Source: an optimization exercise on an open RTL-to-GDS flow (aim: a short achievable clock period and few clock cycles). Production flows keep margins and buffers that such runs may drop.
The RTL was checked by simulation tests, not by an equivalence proof against the original design.
Power and IR drop assume default switching activity.

==> flow/design.v <==
`timescale 1ns / 1ps
module alu(
    input [31:0] alu_a,
    input [31:0] alu_b,
    input [3:0] alu_op,
    output reg [31:0] alu_out,
    output beq_sig,
    output bgez_sig,
    output bgtz_sig,
    output blez_sig,
    output bltz_sig,
    output bne_sig
);
    parameter A_NOP = 4'd00;
    parameter A_ADD = 4'd01;
    parameter A_SUB = 4'd02;
    parameter A_AND = 4'd03;
    parameter A_OR = 4'd04;
    parameter A_XOR = 4'd05;
    parameter A_NOR = 4'd06;
    parameter A_SLT = 4'd07;
    parameter A_SLTU = 4'd08;
    parameter A_SLL = 4'd09;
    parameter A_SRA = 4'd10;
    parameter A_SRL = 4'd11;
    parameter A_LUI = 4'd12;
    always @(*)
    begin
        case (alu_op)
            A_ADD: alu_out = alu_a + alu_b;
            A_SUB: alu_out = alu_a - alu_b;
            A_AND: alu_out = alu_a & alu_b;
            A_OR: alu_out = alu_a | alu_b;
            A_XOR: alu_out = alu_a ^ alu_b;
            A_NOR: alu_out = ~(alu_a | alu_b);
            A_SLT: alu_out = ($signed(alu_a) < $signed(alu_b)) ? 32'd1 : 32'd0;
            A_SLTU: alu_out = (alu_a < alu_b) ? 32'd1 : 32'd0;
            A_SLL: alu_out = alu_b << alu_a[4:0];
            A_SRA: alu_out = $signed(alu_b) >>> alu_a[4:0];
            A_SRL: alu_out = alu_b >> alu_a[4:0];
            A_LUI: alu_out = {alu_b[15:0], 16'b0};
            default: alu_out = 32'h0;
        endcase
    end
    assign beq_sig = alu_a == alu_b;
    assign bgez_sig = $signed(alu_a) >= 0;
    assign bgtz_sig = $signed(alu_a) > 0;
    assign blez_sig = $signed(alu_a) <= 0;
    assign bltz_sig = $signed(alu_a) < 0;
    assign bne_sig = alu_a != alu_b;
endmodule
`timescale 1ns / 1ps
module control(
    input [5:0] op,
    input [5:0] funct,
    input [4:0] rt,
    output reg branch,
    output reg mem_to_reg,
    output reg [3:0] alu_control,
    output reg mem_write,
    output reg alu_src,
    output reg alu_shift_shamt,
    output reg reg_write,
    output reg jump,
    output reg jump_reg,
    output reg reg_dst,
    output reg [2:0] branch_type,
    output reg [2:0] load_type,
    output reg [1:0] store_type
);
    parameter BRANCH_BEQ = 3'd0;
    parameter BRANCH_BGEZ = 3'd1; 
    parameter BRANCH_BGTZ = 3'd2;
    parameter BRANCH_BLEZ = 3'd3;
    parameter BRANCH_BLTZ = 3'd4;
    parameter BRANCH_BNE = 3'd5;
    parameter LOAD_LB = 3'd0;
    parameter LOAD_LBU = 3'd1;
    parameter LOAD_LH = 3'd2;
    parameter LOAD_LHU = 3'd3;
    parameter LOAD_LW = 3'd4;
    parameter STORE_SB = 2'd0;
    parameter STORE_SH = 2'd1;
    parameter STORE_SW = 2'd2;
    parameter A_NOP = 4'd00;
    parameter A_ADD = 4'd01;
    parameter A_SUB = 4'd02;
    parameter A_AND = 4'd03;
    parameter A_OR = 4'd04;
    parameter A_XOR = 4'd05;
    parameter A_NOR = 4'd06;
    parameter A_SLT = 4'd07;
    parameter A_SLTU = 4'd08;
    parameter A_SLL = 4'd09;
    parameter A_SRA = 4'd10;
    parameter A_SRL = 4'd11;
    parameter A_LUI = 4'd12;
    always @(*)
    begin
        branch = 1'b0;
        mem_to_reg = 1'b0;
        alu_control = 4'd0;
        mem_write = 1'b0;
        alu_src = 1'b0;
        alu_shift_shamt = 1'b0;
        reg_write = 1'b0;
        jump = 1'b0;
        jump_reg = 1'b0;
        reg_dst = 1'b0;
        branch_type = 3'd0;
        load_type = 3'd0;
        store_type = 2'd0;
        case(op)
            6'h0:
            begin
                reg_dst = 1'b1;
                reg_write = 1'b1;
                case(funct)
                    6'h20:  
                        alu_control = A_ADD;
                    6'h21:  
                        alu_control = A_ADD;
                    6'h24:  
                        alu_control = A_AND;
                    6'h27:  
                        alu_control = A_XOR;
                    6'h25:  
                        alu_control = A_OR;
                    6'h0:  
                    begin
                        alu_shift_shamt = 1'b1;
                        alu_control = A_SLL;
                    end
                    6'h4:  
                        alu_control = A_SLL;
                    6'h3:  
                    begin
                        alu_shift_shamt = 1'b1;
                        alu_control = A_SRA;
                    end
                    6'h7:  
                        alu_control = A_SRA;
                    6'h2:  
                    begin
                        alu_shift_shamt = 1'b1;
                        alu_control = A_SRL;
                    end 
                    6'h6:  
                        alu_control = A_SRL;
                    6'h22:  
                        alu_control = A_SUB;
                    6'h23:  
                        alu_control = A_SUB;
                    6'h26:  
                        alu_control = A_XOR;
                    6'h2a:  
                        alu_control = A_SLT;
                    6'h2b:  
                        alu_control = A_SLTU;
                    6'h8:  
                        jump_reg = 1'b1;
						  default:
								alu_control = A_NOP;
                endcase
            end
            6'h8:  
            begin
                alu_src = 1'b1;
                reg_write = 1'b1;
                alu_control = A_ADD;
            end
            6'h9:  
            begin
                alu_src = 1'b1;
                reg_write = 1'b1;
                alu_control = A_ADD;
            end
            6'hc:  
            begin
                alu_src = 1'b1;
                reg_write = 1'b1;
                alu_control = A_AND;
            end
            6'hd:  
            begin
                alu_src = 1'b1;
                reg_write = 1'b1;
                alu_control = A_OR;
            end
            6'he:  
            begin
                alu_src = 1'b1;
                reg_write = 1'b1;
                alu_control = A_XOR;
            end
            6'ha:  
            begin
                alu_src = 1'b1;
                reg_write = 1'b1;
                alu_control = A_SLT;
            end
            6'hb:  
            begin
                alu_src = 1'b1;
                reg_write = 1'b1;
                alu_control = A_SLTU;
            end
            6'h4:  
            begin
                branch = 1'b1;
                branch_type = BRANCH_BEQ;
            end
            6'h1:
            begin
                if (rt == 1)  
                begin
                    branch = 1'b1;
                    branch_type = BRANCH_BGEZ;
                end
                else if (rt == 0)  
                begin
                    branch = 1'b1;
                    branch_type = BRANCH_BLTZ;
                end
            end
            6'h7:  
            begin
                branch = 1'b1;
                branch_type = BRANCH_BGTZ;
            end
            6'h6:  
            begin
                branch = 1'b1;
                branch_type = BRANCH_BLEZ;
            end
            6'h5:  
            begin
                branch = 1'b1;
                branch_type = BRANCH_BNE;
            end
            6'h20:  
            begin
                mem_to_reg = 1'b1;
                reg_write = 1'b1;
                alu_src = 1'b1;
                alu_control = A_ADD;
                load_type = LOAD_LB;
            end
            6'h24:  
            begin
                mem_to_reg = 1'b1;
                reg_write = 1'b1;
                alu_src = 1'b1;
                alu_control = A_ADD;
                load_type = LOAD_LBU;
            end
            6'h21:  
            begin
                mem_to_reg = 1'b1;
                reg_write = 1'b1;
                alu_src = 1'b1;
                alu_control = A_ADD;
                load_type = LOAD_LH;
            end
            6'h25:  
            begin
                mem_to_reg = 1'b1;
                reg_write = 1'b1;
                alu_src = 1'b1;
                alu_control = A_ADD;
                load_type = LOAD_LHU;
            end
            6'h23:  
            begin
                mem_to_reg = 1'b1;
                reg_write = 1'b1;
                alu_src = 1'b1;
                alu_control = A_ADD;
                load_type = LOAD_LW;
            end
            6'h28:  
            begin
                mem_write = 1'b1;
                alu_control = A_ADD;
                alu_src = 1'b1;
                store_type = STORE_SB;
            end
            6'h29:  
            begin
                mem_write = 1'b1;
                alu_control = A_ADD;
                alu_src = 1'b1;
                store_type = STORE_SH;
            end
            6'h2b:  
            begin
                mem_write = 1'b1;
                alu_control = A_ADD;
                alu_src = 1'b1;
                store_type = STORE_SW;
            end
            6'h2:  
            begin
                jump = 1'b1;
            end
				default:
				begin
				end
        endcase
    end
endmodule
`timescale 1ns / 1ps
module forwarding_alu(
    input [4:0] id_ex_rs,
    input [4:0] id_ex_rt,
    input [4:0] ex_mem_rd,
    input [4:0] mem_wb_rd,
    input ex_mem_reg_write,
    input mem_wb_reg_write,
    input [31:0] reg_a_data,
    input [31:0] reg_b_data,
    input [31:0] ex_mem_alu_result,
    input [31:0] mem_wb_data,
    output reg [31:0] alu_src_a,
    output reg [31:0] alu_src_b_reg
);
    wire bypass_a_from_mem;
    wire bypass_a_from_wb;
    wire bypass_b_from_mem;
    wire bypass_b_from_wb;
    wire [1:0] forward_a;
    wire [1:0] forward_b;
    function [1:0] forward_sig;
        input ex_mem_forward_sig;
        input mem_wb_forward_sig;
        begin
            if (ex_mem_forward_sig)
                forward_sig = 2'b10;
            else if (mem_wb_forward_sig)
                forward_sig = 2'b01;
            else forward_sig = 2'b00;
        end
    endfunction
    assign bypass_a_from_mem = (id_ex_rs == ex_mem_rd) && (id_ex_rs != 5'd0) && (ex_mem_reg_write == 1'b1);
    assign bypass_b_from_mem = (id_ex_rt == ex_mem_rd) && (id_ex_rt != 5'd0) && (ex_mem_reg_write == 1'b1);
    assign bypass_a_from_wb = (id_ex_rs == mem_wb_rd) && (id_ex_rs != 5'd0) && (mem_wb_reg_write == 1'b1);
    assign bypass_b_from_wb = (id_ex_rt == mem_wb_rd) && (id_ex_rt != 5'd0) && (mem_wb_reg_write == 1'b1);
    assign forward_a = forward_sig(bypass_a_from_mem, bypass_a_from_wb);
    assign forward_b = forward_sig(bypass_b_from_mem, bypass_b_from_wb);
    always @(*)
        case (forward_a)
            2'b00: alu_src_a = reg_a_data;
            2'b01: alu_src_a = mem_wb_data;
            2'b10: alu_src_a = ex_mem_alu_result;
            default: alu_src_a = reg_a_data;
        endcase
    always @(*)
        case (forward_b)
            2'b00: alu_src_b_reg = reg_b_data;
            2'b01: alu_src_b_reg = mem_wb_data;
            2'b10: alu_src_b_reg = ex_mem_alu_result;
            default: alu_src_b_reg = reg_b_data;
        endcase
endmodule
`timescale 1ns / 1ps
module flush_control(
    input branch_taken,
    input jump_taken,
    output flush_if,
    output flush_id,
    output flush_ex
);
    assign flush_if = (jump_taken || branch_taken) ? 1'b1 : 1'b0;
    assign flush_id = (jump_taken || branch_taken) ? 1'b1 : 1'b0;
    assign flush_ex = (jump_taken || branch_taken) ? 1'b1 : 1'b0;
endmodule
`timescale 1ns / 1ps
module split_word_load(
    input [31:0] original_data,
    input [2:0] load_type,
    input [1:0] addr_low_two_bits,
    output reg [31:0] split_data
);
    parameter LOAD_LB = 3'd0;
    parameter LOAD_LBU = 3'd1;
    parameter LOAD_LH = 3'd2;
    parameter LOAD_LHU = 3'd3;
    parameter LOAD_LW = 3'd4;
    always @(*)
    begin
        case(load_type)
            LOAD_LB:
            begin
                if (addr_low_two_bits == 2'b00)
                    split_data = $signed(original_data[7:0]);
                else if (addr_low_two_bits == 2'b01)
                    split_data = $signed(original_data[15:8]);
                else if (addr_low_two_bits == 2'b10)
                    split_data = $signed(original_data[23:16]);
                else
                    split_data = $signed(original_data[31:24]);
            end    
            LOAD_LBU:
            begin
                if (addr_low_two_bits == 2'b00)
                    split_data = original_data[7:0];
                else if (addr_low_two_bits == 2'b01)
                    split_data = original_data[15:8];
                else if (addr_low_two_bits == 2'b10)
                    split_data = original_data[23:16];
                else
                    split_data = original_data[31:24];
            end
            LOAD_LH:
            begin
                if (addr_low_two_bits == 2'b00)
                    split_data = $signed(original_data[15:0]);
                else     
                    split_data = $signed(original_data[31:16]);
            end
            LOAD_LHU:
            begin
                if (addr_low_two_bits == 2'b00)
                    split_data = original_data[15:0];
                else
                    split_data = original_data[31:15];
            end
            LOAD_LW:
                split_data = original_data;
            default: split_data = 32'b0;
        endcase
    end
endmodule
`timescale 1ns / 1ps
module split_word_store(
    input [31:0] original_data,
    input [31:0] whole_piece_read,   
    input [1:0] store_type,
    input [1:0] addr_low_two_bits,
    output reg [31:0] split_data
);
    parameter STORE_SB = 2'd0;
    parameter STORE_SH = 2'd1;
    parameter STORE_SW = 2'd2;
    always @(*)
    begin
        case(store_type)
            STORE_SB:
            begin
                if (addr_low_two_bits == 2'b00)
                    split_data = {whole_piece_read[31:8], original_data[7:0]};
                else if (addr_low_two_bits == 2'b01)
                    split_data = {whole_piece_read[31:16], original_data[7:0], whole_piece_read[7:0]};
                else if (addr_low_two_bits == 2'b10)
                    split_data = {whole_piece_read[31:24], original_data[7:0], whole_piece_read[15:0]};
                else     
                    split_data = {original_data[7:0], whole_piece_read[23:0]};
            end
            STORE_SH:
            begin
                if (addr_low_two_bits == 2'b00)
                    split_data = {whole_piece_read[31:16], original_data[15:0]};
                else  
                    split_data = {original_data[15:0], whole_piece_read[31:16]};
            end
            STORE_SW:
                split_data = original_data;
            default:
                split_data = original_data;
        endcase
    end
endmodule
`timescale 1ns / 1ps
module reg_file(
	input clk,
	input rst_n,
	input [4:0] rAddr,
	output [31:0] rDout,
	input [4:0] rAddr2,
	output [31:0] rDout2,
	input [4:0] wAddr,
	input [31:0] wIn,
	input wEna
);
	reg [31:0] data [31:0];
	integer i;
	assign rDout = (rAddr)? ((wEna && rAddr == wAddr) ? wIn : data[rAddr]) : 32'b0;
	assign rDout2 = (rAddr2) ? ((wEna && rAddr2 == wAddr) ? wIn : data[rAddr2]) : 32'b0;
	always @(posedge clk or negedge rst_n)
	begin
		if (~rst_n)
		begin
			for (i = 0; i < 32; i = i + 1)
			begin
				data[i] <= 32'h00000000;
			end
		end
		else if (wEna)
		begin
			if (wAddr != 5'd0) data[wAddr] <= wIn;
		end
	end
endmodule
`timescale 1ns / 1ps
module if_stage(
    input clk,
    input rst_n,
    input jump_taken,
    input branch_taken,
    input [31:0] pc_jump,
    input [31:0] pc_branch,
	 input flush_if,
	 input stall,
    output [7:0] imem_addr,
    input [31:0] imem_rdata,
    output reg [31:0] if_id_instruction,
    output reg [31:0] if_id_pc_next
);
    reg [31:0] pc;
    wire [31:0] instruction;
    always @(posedge clk or negedge rst_n)
        if (~rst_n) pc <= 32'b0;
        else
        begin
            if (jump_taken) pc <= pc_jump;
            else if (branch_taken) pc <= pc_branch;
            else if (stall) pc <= pc;
            else pc <= pc + 32'h4;
        end
    assign imem_addr = pc[9:2];
    assign instruction = imem_rdata;
    always @(posedge clk or negedge rst_n)
    begin
        if (~rst_n)
        begin
            if_id_pc_next <= 32'b0;
            if_id_instruction <= 32'b0;
        end
        else if (flush_if)
		  begin
            if_id_pc_next <= 32'b0;
            if_id_instruction <= 32'b0;
		  end
        else if (stall)
        begin
            if_id_pc_next <= if_id_pc_next;
            if_id_instruction <= if_id_instruction;
        end
        else
        begin
            if_id_pc_next <= pc + 32'h4;
            if_id_instruction <= instruction;
        end
    end
endmodule
`timescale 1ns / 1ps
module id_stage(
    input clk,
    input rst_n,
    input [31:0] if_id_instruction,
    input [31:0] if_id_pc_next,
	 input flush_id,
    output reg [4:0] id_ex_rs,
    output reg [4:0] id_ex_rt,
    output reg [4:0] id_ex_rd,
    output reg [31:0] id_ex_imm_sign_extended,
    output reg [4:0] id_ex_shamt,
    output reg [31:0] id_ex_pc_next,
    output reg [3:0] id_ex_ctrl_alu_control,
    output reg id_ex_ctrl_alu_src,
    output reg id_ex_ctrl_alu_shift_shamt,
    output reg id_ex_ctrl_branch,
    output reg id_ex_ctrl_jump,
    output reg id_ex_ctrl_jump_reg,
    output reg [2:0] id_ex_ctrl_load_type,
    output reg [1:0] id_ex_ctrl_store_type,
    output reg [2:0] id_ex_ctrl_branch_type,
    output reg id_ex_ctrl_mem_to_reg,
    output reg id_ex_ctrl_mem_write,
    output reg id_ex_ctrl_reg_dst,
    output reg id_ex_ctrl_reg_write,
    output stall
);
    wire [4:0] rs;
    wire [4:0] rt;
    wire [4:0] rd;
    wire [5:0] op;
    wire [5:0] funct;
    wire [4:0] shamt;
    wire branch;
    wire mem_to_reg;
    wire [3:0] alu_control;
    wire mem_write;
    wire alu_src;
    wire alu_shift_shamt;
    wire reg_write;
    wire jump;
    wire jump_reg;
    wire reg_dst;
    wire [2:0] branch_type;
    wire [2:0] load_type;
    wire [1:0] store_type;
    reg [31:0] imm_sign_extended;
    assign rs = if_id_instruction[25:21];
    assign rt = if_id_instruction[20:16];
    assign rd = if_id_instruction[15:11];
    assign op = if_id_instruction[31:26];
    assign funct = if_id_instruction[5:0];
    assign shamt = if_id_instruction[10:6];
    control CPU_CONTROL(
        op,
        funct,
        rt,
        branch,
        mem_to_reg,
        alu_control,
        mem_write,
        alu_src,
        alu_shift_shamt,
        reg_write,
        jump,
        jump_reg,
        reg_dst,
        branch_type,
        load_type,
        store_type
    );
    always @(*)
        if (if_id_instruction[15] == 1'b1) imm_sign_extended = 32'hffff0000 + if_id_instruction[15:0];
        else imm_sign_extended = 32'h00000000 + if_id_instruction[15:0];
    assign stall = (id_ex_ctrl_mem_to_reg) && (id_ex_rt == rs || id_ex_rt == rt);
    always @(posedge clk or negedge rst_n)
    begin
        if (~rst_n)
        begin
            id_ex_ctrl_alu_control <= 3'b0;
            id_ex_ctrl_reg_dst <= 1'b0;
            id_ex_ctrl_alu_src <= 1'b0;
            id_ex_ctrl_reg_write <= 1'b0;
            id_ex_ctrl_mem_to_reg <= 1'b0;
            id_ex_ctrl_mem_write <= 1'b0;
            id_ex_ctrl_jump <= 1'b0;
            id_ex_ctrl_branch <= 1'b0;
            id_ex_ctrl_jump_reg <= 1'b0;
            id_ex_ctrl_alu_shift_shamt <= 1'b0;
            id_ex_ctrl_store_type <= 2'b0;
            id_ex_ctrl_load_type <= 2'b0;
            id_ex_ctrl_branch_type <= 2'b0;
            id_ex_imm_sign_extended <= 32'b0;
            id_ex_pc_next <= 32'b0;
            id_ex_rd <= 5'b0;
            id_ex_rt <= 5'b0;
            id_ex_rs <= 5'b0;
            id_ex_shamt <= 5'b0;
        end
        else if (flush_id)
        begin
            id_ex_ctrl_alu_control <= 3'b0;
            id_ex_ctrl_reg_dst <= 1'b0;
            id_ex_ctrl_alu_src <= 1'b0;
            id_ex_ctrl_reg_write <= 1'b0;
            id_ex_ctrl_mem_to_reg <= 1'b0;
            id_ex_ctrl_mem_write <= 1'b0;
            id_ex_ctrl_jump <= 1'b0;
            id_ex_ctrl_branch <= 1'b0;
            id_ex_ctrl_jump_reg <= 1'b0;
            id_ex_ctrl_alu_shift_shamt <= 1'b0;
            id_ex_ctrl_store_type <= 2'b0;
            id_ex_ctrl_load_type <= 2'b0;
            id_ex_ctrl_branch_type <= 2'b0;
            id_ex_imm_sign_extended <= 32'b0;
            id_ex_pc_next <= 32'b0;
            id_ex_rd <= 5'b0;
            id_ex_rt <= 5'b0;
            id_ex_rs <= 5'b0;
            id_ex_shamt <= 5'b0;
        end
        else if (stall)
        begin
            id_ex_ctrl_alu_control <= 3'b0;
            id_ex_ctrl_reg_dst <= 1'b0;
            id_ex_ctrl_alu_src <= 1'b0;
            id_ex_ctrl_reg_write <= 1'b0;
            id_ex_ctrl_mem_to_reg <= 1'b0;
            id_ex_ctrl_mem_write <= 1'b0;
            id_ex_ctrl_jump <= 1'b0;
            id_ex_ctrl_branch <= 1'b0;
            id_ex_ctrl_jump_reg <= 1'b0;
            id_ex_ctrl_alu_shift_shamt <= 1'b0;
            id_ex_ctrl_store_type <= 2'b0;
            id_ex_ctrl_load_type <= 2'b0;
            id_ex_ctrl_branch_type <= 2'b0;
            id_ex_imm_sign_extended <= 32'b0;
            id_ex_pc_next <= 32'b0;
            id_ex_rd <= 5'b0;
            id_ex_rt <= 5'b0;
            id_ex_rs <= 5'b0;
            id_ex_shamt <= 5'b0;
        end
        else 
        begin
            id_ex_ctrl_alu_control <= alu_control;
            id_ex_ctrl_reg_dst <= reg_dst;
            id_ex_ctrl_alu_src <= alu_src;
            id_ex_ctrl_reg_write <= reg_write;
            id_ex_ctrl_mem_to_reg <= mem_to_reg;
            id_ex_ctrl_mem_write <= mem_write;
            id_ex_ctrl_jump <= jump;
            id_ex_ctrl_branch <= branch;
            id_ex_ctrl_jump_reg <= jump_reg;
            id_ex_ctrl_alu_shift_shamt <= alu_shift_shamt;
            id_ex_ctrl_store_type <= store_type;
            id_ex_ctrl_load_type <= load_type;
            id_ex_ctrl_branch_type <= branch_type;
            id_ex_imm_sign_extended <= imm_sign_extended;
            id_ex_pc_next <= if_id_pc_next;
            id_ex_rd <= rd;
            id_ex_rt <= rt;
            id_ex_rs <= rs;
            id_ex_shamt <= shamt;
        end
    end
endmodule
`timescale 1ns / 1ps
module ex_stage(
    input clk,
    input rst_n,
    input [4:0] id_ex_rs,
    input [4:0] id_ex_rt,
    input [4:0] id_ex_rd,
    input [31:0] id_ex_imm_sign_extended,
    input [4:0] id_ex_shamt,
    input [31:0] id_ex_reg_a_data,
    input [31:0] id_ex_reg_b_data,
    input [31:0] id_ex_pc_next,
    input [3:0] id_ex_ctrl_alu_control,
    input id_ex_ctrl_alu_src,
    input id_ex_ctrl_alu_shift_shamt,
    input id_ex_ctrl_branch,
    input id_ex_ctrl_jump,
    input id_ex_ctrl_jump_reg,
    input [2:0] id_ex_ctrl_load_type,
    input [1:0] id_ex_ctrl_store_type,
    input [2:0] id_ex_ctrl_branch_type,
    input id_ex_ctrl_mem_to_reg,
    input id_ex_ctrl_mem_write,
    input id_ex_ctrl_reg_dst,
    input id_ex_ctrl_reg_write,
    input [31:0] mem_wb_data,
    input [4:0] mem_wb_rd,
    input mem_wb_ctrl_reg_write,
	 input flush_ex,
    output reg ex_mem_alu_beq_sig,
    output reg ex_mem_alu_bgez_sig,
    output reg ex_mem_alu_bgtz_sig,
    output reg ex_mem_alu_blez_sig,
    output reg ex_mem_alu_bltz_sig,
    output reg ex_mem_alu_bne_sig,
    output reg [31:0] ex_mem_alu_out,
    output reg ex_mem_ctrl_branch,
    output reg [2:0] ex_mem_ctrl_branch_type,
    output reg ex_mem_ctrl_jump,
    output reg ex_mem_ctrl_jump_reg,
    output reg [2:0] ex_mem_ctrl_load_type,
    output reg ex_mem_ctrl_mem_to_reg,
    output reg ex_mem_ctrl_mem_write,
    output reg ex_mem_ctrl_reg_write,
    output reg [1:0] ex_mem_ctrl_store_type,
    output reg [31:0] ex_mem_pc_branch,
    output reg [31:0] ex_mem_pc_jump,
    output reg [4:0] ex_mem_rd,
    output reg [31:0] ex_mem_reg_b_data
);
    wire [31:0] alu_src_a_reg;
    wire [31:0] alu_src_b_reg;
    wire [4:0] write_reg_dst;
	 wire [31:0] alu_src_a;
	 wire [31:0] alu_src_b;
	 wire [31:0] alu_out;
    forwarding_alu CPU_ALU_FORWARDING(
        id_ex_rs,
        id_ex_rt,
        ex_mem_rd,
        mem_wb_rd,
        ex_mem_ctrl_reg_write,
        mem_wb_ctrl_reg_write,
        id_ex_reg_a_data, 
        id_ex_reg_b_data, 
        ex_mem_alu_out, 
        mem_wb_data, 
        alu_src_a_reg,
        alu_src_b_reg
    );
    assign alu_src_a = (id_ex_ctrl_alu_shift_shamt) ? id_ex_shamt : alu_src_a_reg;
    assign alu_src_b = (id_ex_ctrl_alu_src) ? id_ex_imm_sign_extended : alu_src_b_reg;
    alu CPU_ALU(
        alu_src_a, 
        alu_src_b, 
        id_ex_ctrl_alu_control, 
        alu_out, 
        alu_beq_sig,
        alu_bgez_sig,
        alu_bgtz_sig,
        alu_blez_sig,
        alu_bltz_sig,
        alu_bne_sig
    );
    assign write_reg_dst = (id_ex_ctrl_reg_dst) ? id_ex_rd : id_ex_rt; 
    always @(posedge clk or negedge rst_n)
    begin
        if (~rst_n)
        begin
            ex_mem_ctrl_reg_write <= 1'b0;
            ex_mem_ctrl_mem_to_reg <= 1'b0;
            ex_mem_ctrl_mem_write <= 1'b0;
            ex_mem_ctrl_jump <= 1'b0;
            ex_mem_ctrl_jump_reg <= 1'b0;
            ex_mem_ctrl_branch <= 1'b0;
            ex_mem_ctrl_branch_type <= 3'd0;
            ex_mem_ctrl_load_type <= 3'd0;
            ex_mem_ctrl_store_type <= 2'd0;
            ex_mem_alu_out <= 32'b0;
            ex_mem_reg_b_data <= 32'b0;
            ex_mem_pc_branch <= 32'd0;
            ex_mem_pc_jump <= 32'd0;   
            ex_mem_rd <= 5'd0;
            ex_mem_alu_beq_sig <= 1'b0;
            ex_mem_alu_bgez_sig <= 1'b0;
            ex_mem_alu_bgtz_sig <= 1'b0;
            ex_mem_alu_blez_sig <= 1'b0;
            ex_mem_alu_bltz_sig <= 1'b0;
            ex_mem_alu_bne_sig <= 1'b0;
        end 
        else if (flush_ex)
        begin
            ex_mem_ctrl_reg_write <= 1'b0;
            ex_mem_ctrl_mem_to_reg <= 1'b0;
            ex_mem_ctrl_mem_write <= 1'b0;
            ex_mem_ctrl_jump <= 1'b0;
            ex_mem_ctrl_jump_reg <= 1'b0;
            ex_mem_ctrl_branch <= 1'b0;
            ex_mem_ctrl_branch_type <= 3'd0;
            ex_mem_ctrl_load_type <= 3'd0;
            ex_mem_ctrl_store_type <= 2'd0;
            ex_mem_alu_out <= 32'b0;
            ex_mem_reg_b_data <= 32'b0;
            ex_mem_pc_branch <= 32'd0;
            ex_mem_pc_jump <= 32'd0;   
            ex_mem_rd <= 5'd0;
            ex_mem_alu_beq_sig <= 1'b0;
            ex_mem_alu_bgez_sig <= 1'b0;
            ex_mem_alu_bgtz_sig <= 1'b0;
            ex_mem_alu_blez_sig <= 1'b0;
            ex_mem_alu_bltz_sig <= 1'b0;
            ex_mem_alu_bne_sig <= 1'b0;
        end
		  else
        begin
            ex_mem_ctrl_reg_write <= id_ex_ctrl_reg_write;
            ex_mem_ctrl_mem_to_reg <= id_ex_ctrl_mem_to_reg;
            ex_mem_ctrl_mem_write <= id_ex_ctrl_mem_write;
            ex_mem_ctrl_jump <= id_ex_ctrl_jump;
            ex_mem_ctrl_jump_reg <= id_ex_ctrl_jump_reg;
            ex_mem_ctrl_branch <= id_ex_ctrl_branch;
            ex_mem_ctrl_branch_type <= id_ex_ctrl_branch_type;
            ex_mem_ctrl_load_type <= id_ex_ctrl_load_type;
            ex_mem_ctrl_store_type <= id_ex_ctrl_store_type;
            ex_mem_alu_out <= alu_out;
            ex_mem_reg_b_data <= alu_src_b_reg;
            ex_mem_pc_branch <= id_ex_pc_next + (id_ex_imm_sign_extended << 2);
            ex_mem_pc_jump <= 
            (id_ex_ctrl_jump_reg) ? alu_src_a : {id_ex_pc_next[31:28], id_ex_imm_sign_extended[25:0], 2'b00};
            ex_mem_rd <= write_reg_dst;
            ex_mem_alu_beq_sig <= alu_beq_sig;
            ex_mem_alu_bgez_sig <= alu_bgez_sig;
            ex_mem_alu_bgtz_sig <= alu_bgtz_sig;
            ex_mem_alu_blez_sig <= alu_blez_sig;
            ex_mem_alu_bltz_sig <= alu_bltz_sig;
            ex_mem_alu_bne_sig <= alu_bne_sig;
        end
    end
endmodule
`timescale 1ns / 1ps
module mem_stage(
    input clk,
    input rst_n,
    input ex_mem_alu_beq_sig,
    input ex_mem_alu_bgez_sig,
    input ex_mem_alu_bgtz_sig,
    input ex_mem_alu_blez_sig,
    input ex_mem_alu_bltz_sig,
    input ex_mem_alu_bne_sig,
    input [31:0] ex_mem_alu_out,
    input ex_mem_ctrl_branch,
    input [2:0] ex_mem_ctrl_branch_type,
    input ex_mem_ctrl_jump,
    input ex_mem_ctrl_jump_reg,
    input [2:0] ex_mem_ctrl_load_type,
    input ex_mem_ctrl_mem_to_reg,
    input ex_mem_ctrl_mem_write,
    input ex_mem_ctrl_reg_write,
    input [1:0] ex_mem_ctrl_store_type,
    input [31:0] ex_mem_pc_branch,
    input [31:0] ex_mem_pc_jump,
    input [4:0] ex_mem_rd,
    input [31:0] ex_mem_reg_b_data,
    output reg branch_taken,
    output jump_taken,
    output reg [2:0] mem_wb_ctrl_load_type,
    output reg mem_wb_ctrl_reg_write,
	 output reg mem_wb_ctrl_mem_to_reg,
    output reg [31:0] mem_wb_data,
    output reg [4:0] mem_wb_rd,
    output reg [1:0] mem_wb_low_two_bits,
    output [7:0] dmem_addr,
    output [31:0] dmem_wdata,
    output dmem_we,
    input [31:0] dmem_rdata
);
    parameter BRANCH_BEQ = 3'd0;
    parameter BRANCH_BGEZ = 3'd1; 
    parameter BRANCH_BGTZ = 3'd2;
    parameter BRANCH_BLEZ = 3'd3;
    parameter BRANCH_BLTZ = 3'd4;
    parameter BRANCH_BNE = 3'd5;
    wire [31:0] data_mem_read;
    wire [31:0] split_data_write;
    split_word_store split_word_store_module(
        ex_mem_reg_b_data,
        data_mem_read,
        ex_mem_ctrl_store_type,
        ex_mem_alu_out[1:0],
        split_data_write
    );
    assign dmem_addr = ex_mem_alu_out[9:2];
    assign dmem_wdata = split_data_write;
    assign dmem_we = ex_mem_ctrl_mem_write;
    assign data_mem_read = dmem_rdata;
    always @(*)
    begin
        case(ex_mem_ctrl_branch_type)
            BRANCH_BEQ:
                branch_taken = ex_mem_ctrl_branch && ex_mem_alu_beq_sig;
            BRANCH_BGEZ:
                branch_taken = ex_mem_ctrl_branch && ex_mem_alu_bgez_sig;
            BRANCH_BGTZ:
                branch_taken = ex_mem_ctrl_branch && ex_mem_alu_bgtz_sig;
            BRANCH_BLEZ:
                branch_taken = ex_mem_ctrl_branch && ex_mem_alu_blez_sig;
            BRANCH_BLTZ:
                branch_taken = ex_mem_ctrl_branch && ex_mem_alu_bltz_sig;
            BRANCH_BNE:
                branch_taken = ex_mem_ctrl_branch && ex_mem_alu_bne_sig;
            default:
                branch_taken = 1'b0;
		  endcase
    end
    assign jump_taken = ex_mem_ctrl_jump || ex_mem_ctrl_jump_reg;
    always @(posedge clk or negedge rst_n)
    begin
        if (~rst_n)
        begin
            mem_wb_ctrl_reg_write <= 1'b0;
            mem_wb_ctrl_load_type <= 1'b0;
				mem_wb_ctrl_mem_to_reg <= 1'b0;
            mem_wb_low_two_bits <= 2'b00;
            mem_wb_data <= 32'b0;
            mem_wb_rd <= 5'b0;
        end
        else
        begin
            mem_wb_ctrl_reg_write <= ex_mem_ctrl_reg_write;
            mem_wb_ctrl_load_type <= ex_mem_ctrl_load_type;
				mem_wb_ctrl_mem_to_reg <= ex_mem_ctrl_mem_to_reg;
            mem_wb_low_two_bits <= ex_mem_alu_out[1:0];
            mem_wb_data <= (ex_mem_ctrl_mem_to_reg) ? data_mem_read : ex_mem_alu_out;
            mem_wb_rd <= ex_mem_rd;
        end
    end
endmodule
`timescale 1ns / 1ps
module wb_stage(
    input [2:0] mem_wb_ctrl_load_type,
    input mem_wb_ctrl_reg_write,
	 input mem_wb_ctrl_mem_to_reg,
    input [4:0] mem_wb_rd,
    input [31:0] mem_wb_data,
    input [1:0] mem_wb_low_two_bits,
    output final_reg_write,
    output [31:0] final_data_reg_write,
    output [4:0] final_dst_reg_write
);
	 wire [31:0] load_data_splited;
    split_word_load split_word_load_module(
        mem_wb_data,
        mem_wb_ctrl_load_type,
        mem_wb_low_two_bits,
        load_data_splited
    );
    assign final_reg_write = mem_wb_ctrl_reg_write;
	 assign final_dst_reg_write = mem_wb_rd;
	 assign final_data_reg_write = (mem_wb_ctrl_mem_to_reg) ? load_data_splited : mem_wb_data; 
endmodule
`timescale 1ns / 1ps
module CPU(
	 input clk,
	 input rst_n,
	 output [7:0] imem_addr,
	 input [31:0] imem_rdata,
	 output [7:0] dmem_addr,
	 output [31:0] dmem_wdata,
	 output dmem_we,
	 input [31:0] dmem_rdata
);
	 wire jump_taken;
	 wire branch_taken;
	 wire [31:0] if_id_instruction;
	 wire [31:0] if_id_pc_next;
	 wire [4:0] id_ex_rs;
	 wire [4:0] id_ex_rt;
	 wire [4:0] id_ex_rd;
	 wire [31:0] id_ex_imm_sign_extended;
	 wire [4:0] id_ex_shamt;
	 reg [31:0] id_ex_reg_a_data;
	 reg [31:0] id_ex_reg_b_data;
	 wire [31:0] id_ex_pc_next;
	 wire [3:0] id_ex_ctrl_alu_control;
	 wire id_ex_ctrl_alu_src;
	 wire id_ex_ctrl_alu_shift_shamt;
	 wire id_ex_ctrl_branch;
	 wire id_ex_ctrl_jump;
	 wire id_ex_ctrl_jump_reg;
	 wire [2:0] id_ex_ctrl_load_type;
	 wire [1:0] id_ex_ctrl_store_type;
	 wire [2:0] id_ex_ctrl_branch_type;
	 wire id_ex_ctrl_mem_to_reg;
	 wire id_ex_ctrl_mem_write;
	 wire id_ex_ctrl_reg_dst;
	 wire id_ex_ctrl_reg_write;
	 wire ex_mem_alu_beq_sig;
	 wire ex_mem_alu_bgez_sig;
	 wire ex_mem_alu_bgtz_sig;
	 wire ex_mem_alu_blez_sig;
	 wire ex_mem_alu_bltz_sig;
	 wire ex_mem_alu_bne_sig;
	 wire [31:0] ex_mem_alu_out;
	 wire ex_mem_ctrl_branch;
	 wire [2:0] ex_mem_ctrl_branch_type;
	 wire ex_mem_ctrl_jump;
	 wire ex_mem_ctrl_jump_reg;
	 wire [2:0] ex_mem_ctrl_load_type;
	 wire ex_mem_ctrl_mem_to_reg;
	 wire ex_mem_ctrl_mem_write;
	 wire ex_mem_ctrl_reg_write;
	 wire [1:0] ex_mem_ctrl_store_type;
	 wire [31:0] ex_mem_pc_branch;
	 wire [31:0] ex_mem_pc_jump;
	 wire [4:0] ex_mem_rd;
	 wire [31:0] ex_mem_reg_b_data;
	 wire [2:0] mem_wb_ctrl_load_type;
	 wire mem_wb_ctrl_reg_write;
	 wire mem_wb_ctrl_mem_to_reg;
	 wire [31:0] mem_wb_data;
	 wire [4:0] mem_wb_rd;
	 wire [1:0] mem_wb_low_two_bits;
	 wire final_reg_write;
	 wire [31:0] final_data_reg_write;
	 wire [4:0] final_dst_reg_write;
	 wire [31:0] regfile_reg_a_data;
	 wire [31:0] regfile_reg_b_data;
	 wire flush_if;
	 wire flush_id;
	 wire flush_ex;
	 wire stall;
	 if_stage instruction_fetch (
    .clk(clk), 
    .rst_n(rst_n), 
    .jump_taken(jump_taken), 
    .branch_taken(branch_taken), 
    .pc_jump(ex_mem_pc_jump), 
    .pc_branch(ex_mem_pc_branch), 
    .if_id_instruction(if_id_instruction), 
    .if_id_pc_next(if_id_pc_next),
	 .flush_if(flush_if),
	 .stall(stall),
	 .imem_addr(imem_addr),
	 .imem_rdata(imem_rdata)
    );
	 id_stage instruction_decode (
    .clk(clk), 
    .rst_n(rst_n), 
    .if_id_instruction(if_id_instruction), 
    .if_id_pc_next(if_id_pc_next), 
    .id_ex_rs(id_ex_rs), 
    .id_ex_rt(id_ex_rt), 
    .id_ex_rd(id_ex_rd), 
    .id_ex_imm_sign_extended(id_ex_imm_sign_extended), 
    .id_ex_shamt(id_ex_shamt), 
    .id_ex_pc_next(id_ex_pc_next), 
    .id_ex_ctrl_alu_control(id_ex_ctrl_alu_control), 
    .id_ex_ctrl_alu_src(id_ex_ctrl_alu_src), 
    .id_ex_ctrl_alu_shift_shamt(id_ex_ctrl_alu_shift_shamt), 
    .id_ex_ctrl_branch(id_ex_ctrl_branch), 
    .id_ex_ctrl_jump(id_ex_ctrl_jump), 
    .id_ex_ctrl_jump_reg(id_ex_ctrl_jump_reg), 
    .id_ex_ctrl_load_type(id_ex_ctrl_load_type), 
    .id_ex_ctrl_store_type(id_ex_ctrl_store_type), 
    .id_ex_ctrl_branch_type(id_ex_ctrl_branch_type), 
    .id_ex_ctrl_mem_to_reg(id_ex_ctrl_mem_to_reg), 
    .id_ex_ctrl_mem_write(id_ex_ctrl_mem_write), 
    .id_ex_ctrl_reg_dst(id_ex_ctrl_reg_dst), 
    .id_ex_ctrl_reg_write(id_ex_ctrl_reg_write), 
    .stall(stall),
	 .flush_id(flush_id)
    );
	 ex_stage instruction_execute (
    .clk(clk), 
    .rst_n(rst_n), 
    .id_ex_rs(id_ex_rs), 
    .id_ex_rt(id_ex_rt), 
    .id_ex_rd(id_ex_rd), 
    .id_ex_imm_sign_extended(id_ex_imm_sign_extended), 
    .id_ex_shamt(id_ex_shamt), 
    .id_ex_reg_a_data(id_ex_reg_a_data), 
    .id_ex_reg_b_data(id_ex_reg_b_data), 
    .id_ex_pc_next(id_ex_pc_next), 
    .id_ex_ctrl_alu_control(id_ex_ctrl_alu_control), 
    .id_ex_ctrl_alu_src(id_ex_ctrl_alu_src), 
    .id_ex_ctrl_alu_shift_shamt(id_ex_ctrl_alu_shift_shamt), 
    .id_ex_ctrl_branch(id_ex_ctrl_branch), 
    .id_ex_ctrl_jump(id_ex_ctrl_jump), 
    .id_ex_ctrl_jump_reg(id_ex_ctrl_jump_reg), 
    .id_ex_ctrl_load_type(id_ex_ctrl_load_type), 
    .id_ex_ctrl_store_type(id_ex_ctrl_store_type), 
    .id_ex_ctrl_branch_type(id_ex_ctrl_branch_type), 
    .id_ex_ctrl_mem_to_reg(id_ex_ctrl_mem_to_reg), 
    .id_ex_ctrl_mem_write(id_ex_ctrl_mem_write), 
    .id_ex_ctrl_reg_dst(id_ex_ctrl_reg_dst), 
    .id_ex_ctrl_reg_write(id_ex_ctrl_reg_write), 
    .mem_wb_data(final_data_reg_write), 
    .mem_wb_rd(mem_wb_rd), 
    .mem_wb_ctrl_reg_write(mem_wb_ctrl_reg_write), 
    .ex_mem_alu_beq_sig(ex_mem_alu_beq_sig), 
    .ex_mem_alu_bgez_sig(ex_mem_alu_bgez_sig), 
    .ex_mem_alu_bgtz_sig(ex_mem_alu_bgtz_sig), 
    .ex_mem_alu_blez_sig(ex_mem_alu_blez_sig), 
    .ex_mem_alu_bltz_sig(ex_mem_alu_bltz_sig), 
    .ex_mem_alu_bne_sig(ex_mem_alu_bne_sig), 
    .ex_mem_alu_out(ex_mem_alu_out), 
    .ex_mem_ctrl_branch(ex_mem_ctrl_branch), 
    .ex_mem_ctrl_branch_type(ex_mem_ctrl_branch_type), 
    .ex_mem_ctrl_jump(ex_mem_ctrl_jump), 
    .ex_mem_ctrl_jump_reg(ex_mem_ctrl_jump_reg), 
    .ex_mem_ctrl_load_type(ex_mem_ctrl_load_type), 
    .ex_mem_ctrl_mem_to_reg(ex_mem_ctrl_mem_to_reg), 
    .ex_mem_ctrl_mem_write(ex_mem_ctrl_mem_write), 
    .ex_mem_ctrl_reg_write(ex_mem_ctrl_reg_write), 
    .ex_mem_ctrl_store_type(ex_mem_ctrl_store_type), 
    .ex_mem_pc_branch(ex_mem_pc_branch), 
    .ex_mem_pc_jump(ex_mem_pc_jump), 
    .ex_mem_rd(ex_mem_rd), 
    .ex_mem_reg_b_data(ex_mem_reg_b_data),
	 .flush_ex(flush_ex)
    );
	 mem_stage instruction_mem (
    .clk(clk), 
    .rst_n(rst_n), 
    .ex_mem_alu_beq_sig(ex_mem_alu_beq_sig), 
    .ex_mem_alu_bgez_sig(ex_mem_alu_bgez_sig), 
    .ex_mem_alu_bgtz_sig(ex_mem_alu_bgtz_sig), 
    .ex_mem_alu_blez_sig(ex_mem_alu_blez_sig), 
    .ex_mem_alu_bltz_sig(ex_mem_alu_bltz_sig), 
    .ex_mem_alu_bne_sig(ex_mem_alu_bne_sig), 
    .ex_mem_alu_out(ex_mem_alu_out), 
    .ex_mem_ctrl_branch(ex_mem_ctrl_branch), 
    .ex_mem_ctrl_branch_type(ex_mem_ctrl_branch_type), 
    .ex_mem_ctrl_jump(ex_mem_ctrl_jump), 
    .ex_mem_ctrl_jump_reg(ex_mem_ctrl_jump_reg), 
    .ex_mem_ctrl_load_type(ex_mem_ctrl_load_type), 
    .ex_mem_ctrl_mem_to_reg(ex_mem_ctrl_mem_to_reg), 
    .ex_mem_ctrl_mem_write(ex_mem_ctrl_mem_write), 
    .ex_mem_ctrl_reg_write(ex_mem_ctrl_reg_write), 
    .ex_mem_ctrl_store_type(ex_mem_ctrl_store_type), 
    .ex_mem_pc_branch(ex_mem_pc_branch), 
    .ex_mem_pc_jump(ex_mem_pc_jump), 
    .ex_mem_rd(ex_mem_rd), 
    .ex_mem_reg_b_data(ex_mem_reg_b_data), 
    .branch_taken(branch_taken), 
    .jump_taken(jump_taken), 
    .mem_wb_ctrl_load_type(mem_wb_ctrl_load_type), 
    .mem_wb_ctrl_reg_write(mem_wb_ctrl_reg_write), 
    .mem_wb_data(mem_wb_data), 
    .mem_wb_rd(mem_wb_rd), 
    .mem_wb_low_two_bits(mem_wb_low_two_bits),
	 .mem_wb_ctrl_mem_to_reg(mem_wb_ctrl_mem_to_reg),
	 .dmem_addr(dmem_addr),
	 .dmem_wdata(dmem_wdata),
	 .dmem_we(dmem_we),
	 .dmem_rdata(dmem_rdata)
    );
	 wb_stage instruction_write_back (
    .mem_wb_ctrl_load_type(mem_wb_ctrl_load_type), 
    .mem_wb_ctrl_reg_write(mem_wb_ctrl_reg_write), 
    .mem_wb_rd(mem_wb_rd), 
    .mem_wb_data(mem_wb_data), 
    .mem_wb_low_two_bits(mem_wb_low_two_bits), 
    .final_reg_write(final_reg_write), 
    .final_data_reg_write(final_data_reg_write), 
    .final_dst_reg_write(final_dst_reg_write),
	 .mem_wb_ctrl_mem_to_reg(mem_wb_ctrl_mem_to_reg)
    );
	 flush_control flush_control_module (
    .branch_taken(branch_taken), 
    .jump_taken(jump_taken), 
    .flush_if(flush_if), 
    .flush_id(flush_id), 
    .flush_ex(flush_ex)
    );
	 reg_file regfile_stack (
    .clk(clk), 
    .rst_n(rst_n), 
    .rAddr(if_id_instruction[25:21]), 
    .rDout(regfile_reg_a_data), 
    .rAddr2(if_id_instruction[20:16]), 
    .rDout2(regfile_reg_b_data), 
    .wAddr(final_dst_reg_write), 
    .wIn(final_data_reg_write), 
    .wEna(final_reg_write)
    );
	 always @(posedge clk or negedge rst_n)
	 begin
	   if (~rst_n)
		begin
		  id_ex_reg_a_data <= 32'b0;
		  id_ex_reg_b_data <= 32'b0;
		end
		else
		begin
		  id_ex_reg_a_data <= regfile_reg_a_data;
		  id_ex_reg_b_data <= regfile_reg_b_data;
		end
	 end
endmodule
==> flow/run.sh <==
#!/bin/bash
# synth_recipe.tcl (not shown) runs the flow's synth.tcl, then flattens the netlist and writes it again
# the make line also repeats each setting of config.mk as NAME=value (left out here)
make -C /OpenROAD-flow-scripts/flow DESIGN_CONFIG=/design/flow/config.mk WORK_HOME=/design/flow/orfs CLKGATE_MAP_FILE= SYNTH_SCRIPT=/design/flow/synth_recipe.tcl finish
==> flow/config.mk <==
export PLATFORM = sky130hd
export DESIGN_NAME = CPU
export DESIGN_NICKNAME = CPU
export VERILOG_FILES = /design/flow/design.v
export SDC_FILE = /design/flow/constraint.sdc
export NUM_CORES = 4
export LEC_CHECK = 0
export CAP_MARGIN = 20
export CORE_MARGIN = 2
export CORE_UTILIZATION = 40
export SLEW_MARGIN = 20
==> flow/constraint.sdc <==
create_clock -name core_clock -period 9.0 [get_ports {clk}]
set_input_delay 1.8000 -clock core_clock [delete_from_list [all_inputs] [get_ports {clk}]]
set_output_delay 1.8000 -clock core_clock [all_outputs]
set_load 0.01 [all_outputs]
==> results.txt <==
* Crit path arrival time at ~8300 ps
* Most common cell after layout, fill and taps aside: dfrtp_1
* Xor and xnor area share after synthesis at less than 1%
* Total CTS buffers at roughly 150
* Cells resized by post-CTS repair at 0
* RSZ-0062 raised after global routing: false
* Layout area overhead at 12.7%
* DR vias at roughly 73,000
* Fmax at approximately 130 MHz
* Detailed Place HPWL at 238,000 um
* Antenna violations before repair at 32
* Leak at around 34 nW
* Vias in the first global route at approximately 68,000
* Adder-cell area share of the yosys netlist at 2.00%
* FF+latch count, synth at between 1,000 and 1,500
* Most frequent cells in the layout: dfrtp_1 (1,307), nand2_1 (1,257), o21ai_0 (1,141), nor2_1 (397), a221oi_1 (363)
* Postcts setup bufs at 0
* Largest area contributor in the netlist: dfrtp_1
* Reg clk slew, reported paths at 60 ps
* CTS Hold Buffers Added at 0
* Final hold violations at 0
* Dpl cell area at roughly 76,000 um^2
* H-Tree Depth at 4
* Setup violators final at 0
* Synth Net Count at about 8,200
* Via/cell ratio at 7.11
* Synth cell types at between 100 and 150
* Setup WS pre-CTS at between 1500 and 2000 ps
* Top cells by area, synth: dfrtp_1 (46%), o21ai_0 (8.0%), nand2_1 (6.7%), a221oi_1 (4.4%), a22o_1 (3.8%)
* Critical setup path kind: register to register
* FFs w/ async S/R, synth at 100%
* Dpl cells at about 10,000
* Core area at about 180,000 um^2
* Initial Util at between 40 and 50%
* GPL Wtd Cong at approximately 1.1
* Mapped Area at 71,800 um^2
* Global-route wire length before repair at ~540,000 um
* Fin util at approximately 45%
* Register Area at 32,700 um^2
* Synth top area share at between 40% and 50%
* Die ar. at roughly 180,000 um^2
* Layout cells sized above 1 at under 10%
* Root buf cell: clkbuf_16
* Sequential element share of the synthesized area at between 40% and 50%
* Max Transition Viols Final at 0
* Cells after Synth at 8,025
* Max-slew headroom at a little over a tenth
* TritonRoute pass-1 iters at 13
* Largest register by flop count: regfile_stack.data
* Largest register FFs at 992
* Final WS setup at roughly 1400 ps
* Met3 usage at around 16%
* Tcrit/Tclk final at 84.8%
* Warnings from Yosys at 18
* Fill count at approximately 17,000
* Worst Setup End Kind: register
* Post-synthesis mux area share at under 10%
* I/O pin count at around 120
* Overall global routing resource usage at ~41%
* Clock Sinks at between 1,000 and 1,500
* Worst VDD drop at 0.177 mV
* Final setup TNS at 0 ps
* Max Cap Violations at 0
* Worst Setup Start Kind: register
* Pwr dens at approximately 180 nW/um^2
* Largest family of logic cells by synthesized area: compound AO/OA/AOI/OAI gates
* Compound-Gate Fraction of Synth Area at between 20% and 30%
* # rows at around 160
* Finished Layout Cells at approximately 10,000
* Wirelength, routed at 389,000 um
* Post-Synth Simple-Gate Area at 14.4%
* CTS max path bufs at 3
* Slew @ Worst Pin at 1340 ps
* Req. time, crit path at a little under 10,000 ps
* Hold WS at roughly 430 ps
* Area taken by multi-input logic gates at approximately 37,000 um^2
* Routed Antenna Nets at 0
* Die height at around 430 um
* Pwr Total at about 15 mW
* Final instance area at around 80,000 um^2
* Syn Area/Cell at about 9.0 um^2
* Grt met2 use at approximately three fifths
* Min Tclk post-route at about 7600 ps
* Worst Hold Class: register to register
* Worst Skew at between 80 and 90 ps
* Die width at ~430 um
* EDFF count, synth at 0
* Largest net degree at the start of global routing at 177
* Status: no timing/DRC/antenna violations
* Met1 Resource Use GR at about half
* Post-route DRC violation count at 0
* Final nets at ~8,000
* Maximum fanout along the worst path at 48
* CTS tree: done
* Main synth FF type: dfrtp_1
* Per-cell routed wire length at approximately 38 um
* Detailed router's first-iteration violation count at between 10,000 and 15,000
* Layer with the highest usage: met2
* Buffers on Ports at ~110
* Grt ovf at 0
* Clock insertion delay at the later pin of the skew report at 860 ps
-- routing by layer --
layer | part of all wire [%] | vias to the layer above
met1 | 36 | 35300
met5 | 0.071 | -
li1 | - | 29200
met4 | 9.4 | 34
met2 | 41 | 6156
met3 | 14 | 2034
-- layout make-up --
type | count | area share, %
Multi-Input combinational cell | 5828 | 45.3
Timing Repair Buffer | 335 | 3.65
Clock buffer | 205 | 5.19
Inverter | 131 | 0.610
Sequential cell | 1308 | 40.4
Antenna cell | 14 | 0.0433
Clock inverter | 58 | 1.19
Tap cell | 2355 | 3.64
-- worst max-delay path, cell delays in order, from the launching register on --
cell      delay [ps]
dfrtp_1          890
xor2_1           210
nor4_4           920
and2_4           670
mux2i_1          230
a211oi_2         590
ha_1             380
o21ba_2          240
o21ai_0          410
a221o_1          380
and2_1           210
nand4b_1         150
o32ai_1          740
o211ai_1         360
and2_1           290
o221ai_1         200
mux2_2           360
a31o_1           210
-- worst paths after layout --
kind | from | to | slack (ps) | cells past startpoint
setup / recovery | instruction_mem.mem_wb_rd[3]$_DFF_PN0_ | instruction_execute.ex_mem_alu_out[31]$_DFF_PN0_ | 1360 | 17
max in group asynchronous | rst_n | regfile_stack.data[4][15]$_DFFE_PN0P_ | 6120 | 3
min in group asynchronous | rst_n | regfile_stack.data[23][14]$_DFFE_PN0P_ | 900 | 1
hold / removal | instruction_decode.id_ex_ctrl_store_type[1]$_DFF_PN0_ | instruction_execute.ex_mem_ctrl_store_type[1]$_DFF_PN0_ | 430 | 1
setup reg to reg | instruction_mem.mem_wb_rd[3]$_DFF_PN0_ | instruction_execute.ex_mem_alu_out[31]$_DFF_PN0_ | 1360 | 17
hold reg to reg | instruction_decode.id_ex_ctrl_store_type[1]$_DFF_PN0_ | instruction_execute.ex_mem_ctrl_store_type[1]$_DFF_PN0_ | 430 | 1
-- report_power, final --
part | total [mW] | internal, mW | switching [mW]
combinational | 1.94 | 0.590 | 1.35
clock | 6.50 | 3.72 | 2.78
sequential | 6.39 | 6.12 | 0.270
-- cell usage after synthesis (13+ instances only) --
master / n
dfrtp_1: 1308
nand2_1: 1282
o21ai_0: 1142
clkbuf_1: 645
nor2_1: 465
a221oi_1: 363
a22oi_1: 318
a22o_1: 308
a21oi_1: 231
nand3_1: 175
mux2i_1: 174
nor3_1: 125
inv_1: 122
ha_1: 109
a211oi_1: 100
nand4_1: 88
mux2_2: 71
o22ai_1: 67
a222oi_1: 65
and3_1: 60
a31oi_1: 57
buf_1: 46
xnor2_1: 40
buf_2: 37
nor2b_1: 31
nand2b_1: 30
o31ai_1: 29
a21o_1: 28
a221o_1: 28
nor4_1: 28
and2_1: 27
o211ai_1: 27
xor2_1: 27
buf_4: 19
or2_2: 18
o21a_1: 16
o21ai_1: 16
a311oi_1: 14
o221ai_1: 14
o2bb2ai_1: 13
-- logic make-up after synthesis --
kind of cell,Yosys count
fa+ha+maj,113
simple gates,2391
mux,259
flops,1308
compound gates,2998
xor+xnor,67
buf+inv,889
Testbench counts, summed over its fixed seeds: cycles 128,965.

[static timing again, ports no longer ideal]
How much do the figures lean on ideal ports? The routed layout below was timed once more, with nothing changed but the port constraints. Step 1 assumes that a clkbuf_16 drives the clock port and a buf_2 every other input. Step 2 times the ports against the registers' clock, not the clock port: input delays grow and output delays shrink by t, the midpoint of the rising clock arrivals with the driver on. a / b / c = ideal / step 1 / step 2; a / b = the first two.
t (ns): 0.919
setup slack, ns: 1.365 / 1.365 / 1.365
worst hold slack (ns): 0.432 / 0.432 / 0.432
worst setup path after step 2: register to register
latest minus earliest clock arrival (ns): 0.086 / 0.086
After both steps this run still meets setup and hold. The setup slack of this run moves by 0.000 ns with the drivers and by 0.000 ns with both steps.
